What follows belongs to an exercise in optimizing a design on an open flow for small area, a short achievable clock period and few clock cycles per item; a production flow would make more cautious choices.

== main ==
==> module milestone1, before the edit <==
module milestone1 (
    input  logic        CLOCK_50_I,
    input  logic        resetn,
    input  logic        M1_start,
    input  logic [15:0] SRAM_read_data,
    output logic [15:0] SRAM_write_data,
    output logic [17:0] SRAM_address,
    output logic        SRAM_we_n,
    output logic        M1_done
);
localparam logic [17:0] U_BASE   = 18'd38400;
localparam logic [17:0] V_BASE   = 18'd57600;
localparam logic [17:0] RGB_BASE = 18'd146944;
logic        run;          
logic        pro_n;        
logic [2:0]  pro;          
logic        first;        
logic [4:0]  ph;           
logic [7:0]  jc;           
logic [14:0] cw;           
logic [15:0] yc;           
logic [17:0] wa;           
wire odd_slot = jc[0];
logic [7:0] us [0:6];
logic [7:0] vs [0:6];
always_ff @(posedge CLOCK_50_I) begin
    if (run && ph[2]) begin
        if (!odd_slot) begin
            us[0] <= us[2]; us[1] <= us[3]; us[2] <= us[4]; us[3] <= us[5]; us[4] <= us[6];
            us[5] <= SRAM_read_data[15:8]; us[6] <= SRAM_read_data[7:0];
        end else begin
            vs[0] <= vs[2]; vs[1] <= vs[3]; vs[2] <= vs[4]; vs[3] <= vs[5]; vs[4] <= vs[6];
            vs[5] <= SRAM_read_data[15:8]; vs[6] <= SRAM_read_data[7:0];
        end
    end
end
logic use_v;                        
logic c_j0, c_j1, c_j157, c_j158, c_j159, c_odd;    
always_ff @(posedge CLOCK_50_I) begin
    use_v  <= ph[2];
    c_j0   <= (jc == 8'd0);
    c_j1   <= (jc == 8'd1);
    c_j157 <= (jc == 8'd157);
    c_j158 <= (jc == 8'd158);
    c_j159 <= (jc == 8'd159);
    c_odd  <= jc[0];
end
wire [7:0] S0 = use_v ? vs[0] : us[0];
wire [7:0] S1 = use_v ? vs[1] : us[1];
wire [7:0] S2 = use_v ? vs[2] : us[2];
wire [7:0] S3 = use_v ? vs[3] : us[3];
wire [7:0] S4 = use_v ? vs[4] : us[4];
wire [7:0] S5 = use_v ? vs[5] : us[5];
wire [7:0] S6 = use_v ? vs[6] : us[6];
logic [7:0] x0, x1, x2, x3, x4, x5;
always_comb begin
    if (c_j0)        begin x0 = S3; x1 = S3; x2 = S3; x3 = S4; x4 = S5; x5 = S6; end
    else if (c_j1)   begin x0 = S1; x1 = S1; x2 = S2; x3 = S3; x4 = S4; x5 = S5; end
    else if (c_j157) begin x0 = S0; x1 = S1; x2 = S2; x3 = S3; x4 = S4; x5 = S4; end
    else if (c_j158) begin x0 = S1; x1 = S2; x2 = S3; x3 = S4; x4 = S4; x5 = S4; end
    else if (c_j159) begin x0 = S0; x1 = S1; x2 = S2; x3 = S2; x4 = S2; x5 = S2; end
    else if (c_odd)  begin x0 = S0; x1 = S1; x2 = S2; x3 = S3; x4 = S4; x5 = S5; end
    else             begin x0 = S1; x1 = S2; x2 = S3; x3 = S4; x4 = S5; x5 = S6; end
end
logic [8:0] a1, a2, a3;
always_ff @(posedge CLOCK_50_I) begin
    a1 <= x0 + x5;
    a2 <= x1 + x4;
    a3 <= x2 + x3;
end
wire [8:0] fw;                      
m1_filter u_filter (.a1(a1), .a2(a2), .a3(a3), .fs(fw));
logic [7:0] op_y, ylo;
logic [8:0] op_u, op_v;             
wire [7:0] ue = c_odd ? us[2] : us[3];    
wire [7:0] ve = c_odd ? vs[4] : vs[3];    
always_ff @(posedge CLOCK_50_I) begin
    if (ph[1]) begin
        op_y <= SRAM_read_data[15:8];
        ylo  <= SRAM_read_data[7:0];
        op_u <= {ue[7], ~ue[7], ue[6:0]};
        op_v <= {ve[7], ~ve[7], ve[6:0]};
    end
    if (ph[3]) op_u <= fw;
    if (ph[4]) begin
        op_y <= ylo;
        op_v <= fw;
    end
end
wire [7:0] py = op_y;
wire [8:0] pu = op_u;
wire [8:0] pv = op_v;
wire ku = ~pu[8] & ~pu[7];
wire kv = ~pv[8] & ~pv[7];
wire [10:0] tr, tg, tb;             
m1_engine u_engine (.py(py), .pu(pu), .pv(pv), .tr(tr), .tg(tg), .tb(tb));
function automatic [7:0] clip(input [10:0] t, input kill);
    clip = {8{~kill & t[10]}} & ({8{t[9] | t[8]}} | t[7:0]);
endfunction
wire [7:0] cr = clip(tr, kv);
wire [7:0] cg = clip(tg, ku | kv);
wire [7:0] cb = clip(tb, ku);
logic [7:0] b0;
always_ff @(posedge CLOCK_50_I) begin
    if (ph[2]) b0 <= cb;
    if (ph[2])      SRAM_write_data <= {cr, cg};
    else if (ph[0]) SRAM_write_data <= {b0, cr};
    else            SRAM_write_data <= {cg, cb};
end
wire writing = run & pro_n;
always_ff @(posedge CLOCK_50_I) begin
    if (!run) begin
        pro <= 3'd3;
        first <= 1'b1;
        jc <= 8'd156;
        cw <= 15'd0;
        yc <= 16'd0;
        wa <= RGB_BASE;
    end else begin
        if ((ph[0] || ph[1]) && writing && !first) wa <= wa + 18'd1;
        if (ph[2] && writing) wa <= wa + 18'd1;
        if (ph[3] && (writing || pro == 3'd0)) yc <= yc + 16'd1;
        if (ph[4]) begin
            jc <= (jc == 8'd159) ? 8'd0 : jc + 8'd1;
            if (!jc[0]) cw <= cw + 15'd1;          
            if (!pro_n) pro <= pro - 3'd1;
            else first <= 1'b0;
        end
    end
end
always_ff @(posedge CLOCK_50_I or negedge resetn) begin
    if (!resetn) begin
        run <= 1'b0;
        pro_n <= 1'b0;
        ph <= 5'b00001;
        SRAM_address <= 18'd0;
        SRAM_we_n <= 1'b1;
        M1_done <= 1'b0;
    end else if (!run) begin
        if (M1_start && !M1_done) begin
            run <= 1'b1;
            pro_n <= 1'b0;
            ph <= 5'b00001;
            SRAM_address <= U_BASE;
        end
        SRAM_we_n <= 1'b1;
    end else begin
        ph <= {ph[3:0], ph[4]};
        if (ph[0] || ph[1]) begin                  
            SRAM_address <= wa;
            SRAM_we_n <= !(writing && !first);
        end
        if (ph[2]) begin                           
            SRAM_address <= wa;
            if (!first && wa == 18'd0) begin
                run <= 1'b0;
                M1_done <= 1'b1;
                SRAM_we_n <= 1'b1;
            end else begin
                SRAM_we_n <= !writing;
            end
        end
        if (ph[3]) begin                           
            SRAM_address <= {2'd0, yc};
            SRAM_we_n <= 1'b1;
        end
        if (ph[4]) begin                           
            SRAM_we_n <= 1'b1;
            if (jc[0]) SRAM_address <= U_BASE + {3'd0, cw};      
            else       SRAM_address <= V_BASE + {3'd0, cw};      
            if (!pro_n && pro == 3'd0) pro_n <= 1'b1;
        end
    end
end
endmodule
export LEC_CHECK = 0
export CAP_MARGIN = 20
export CORE_MARGIN = 2
export CORE_UTILIZATION = 40
export SETUP_SLACK_MARGIN = 5
export SLEW_MARGIN = 20
export SYNTH_HIERARCHICAL = 1
export SYNTH_MINIMUM_KEEP_SIZE = 0
create_clock -name core_clock -period 10.5 [get_ports {CLOCK_50_I}]
run.sh (not shown) runs the stock make flow with config.mk's settings and CLKGATE_MAP_FILE= SYNTH_SCRIPT=/design/flow/synth_recipe.tcl, a recipe that flattens the netlist after the stock synthesis.
main: done, clean on timing, DRC and antenna
Setup changes, main to the feature branch
diff --git a/flow/design.v b/flow/design.v
--- a/flow/design.v
+++ b/flow/design.v
@@ -26,4 +26,5 @@
 logic [7:0] us [0:6];
 logic [7:0] vs [0:6];
+logic [15:0] yw;                    
 always_ff @(posedge CLOCK_50_I) begin
     if (run && ph[2]) begin
@@ -36,4 +37,5 @@
         end
     end
+    if (ph[1]) yw <= SRAM_read_data;
 end
 logic use_v;                        
@@ -73,24 +75,16 @@
 wire [8:0] fw;                      
 m1_filter u_filter (.a1(a1), .a2(a2), .a3(a3), .fs(fw));
-logic [7:0] op_y, ylo;
-logic [8:0] op_u, op_v;             
-wire [7:0] ue = c_odd ? us[2] : us[3];    
-wire [7:0] ve = c_odd ? vs[4] : vs[3];    
+logic [8:0] uo, vo;                 
 always_ff @(posedge CLOCK_50_I) begin
-    if (ph[1]) begin
-        op_y <= SRAM_read_data[15:8];
-        ylo  <= SRAM_read_data[7:0];
-        op_u <= {ue[7], ~ue[7], ue[6:0]};
-        op_v <= {ve[7], ~ve[7], ve[6:0]};
-    end
-    if (ph[3]) op_u <= fw;
-    if (ph[4]) begin
-        op_y <= ylo;
-        op_v <= fw;
-    end
+    if (ph[3]) uo <= fw;
+    if (ph[4]) vo <= fw;
 end
-wire [7:0] py = op_y;
-wire [8:0] pu = op_u;
-wire [8:0] pv = op_v;
+logic even_px;                      
+always_ff @(posedge CLOCK_50_I) even_px <= ph[1];
+wire [7:0] ue = c_odd ? us[2] : us[3];    
+wire [7:0] ve = c_odd ? vs[4] : vs[3];    
+wire [7:0] py = even_px ? yw[15:8] : yw[7:0];
+wire [8:0] pu = even_px ? {ue[7], ~ue[7], ue[6:0]} : uo;    
+wire [8:0] pv = even_px ? {ve[7], ~ve[7], ve[6:0]} : vo;    
 wire ku = ~pu[8] & ~pu[7];
 wire kv = ~pv[8] & ~pv[7];
==> comparison <==
In the flow results for the feature branch and main, the final cell area excluding filler cells is larger on the feature branch. Row flip-flop and latch count: the feature branch higher / main lower. Compared the feature branch vs main, and worst hold margin is up in the feature branch. Diff main -> the feature branch | critical path depth in cells | up by a few percent. Comparing the feature branch with main, the met2 global-route usage came out essentially unchanged.
Function was not checked in any run of this note: the RTL went through the layout flow alone.

-- re-timing with driven ports --
Ports are ideal in the flow. The routed layouts listed here were re-timed in OpenROAD.
Step 1 sets driving cells, clkbuf_16 on the clock port and buf_2 on the other inputs (assumed; they add their load-dependent delay and slew).
Step 2 moves the port delays by t, midway between the first and last clock arrival at a register: inputs arrive t later, outputs are due t later. That takes back most of the time a late clock gives input paths.
Three values: ideal, step 1, step 2; two values: the first two.
run | t, ns | setup WS [ns] | worst register clock-pin slew, ns | worst slew at a driven data input, ns | cell pins on the clock port's net
main | 0.624 | 5.175 / 5.175 / 5.175 | 0.08 / 0.08 | 0.04 | 1
the feature branch | 0.629 | 5.000 / 5.000 / 5.000 | 0.06 / 0.06 | 0.09 | 1
After both steps every run listed still meets setup and hold.
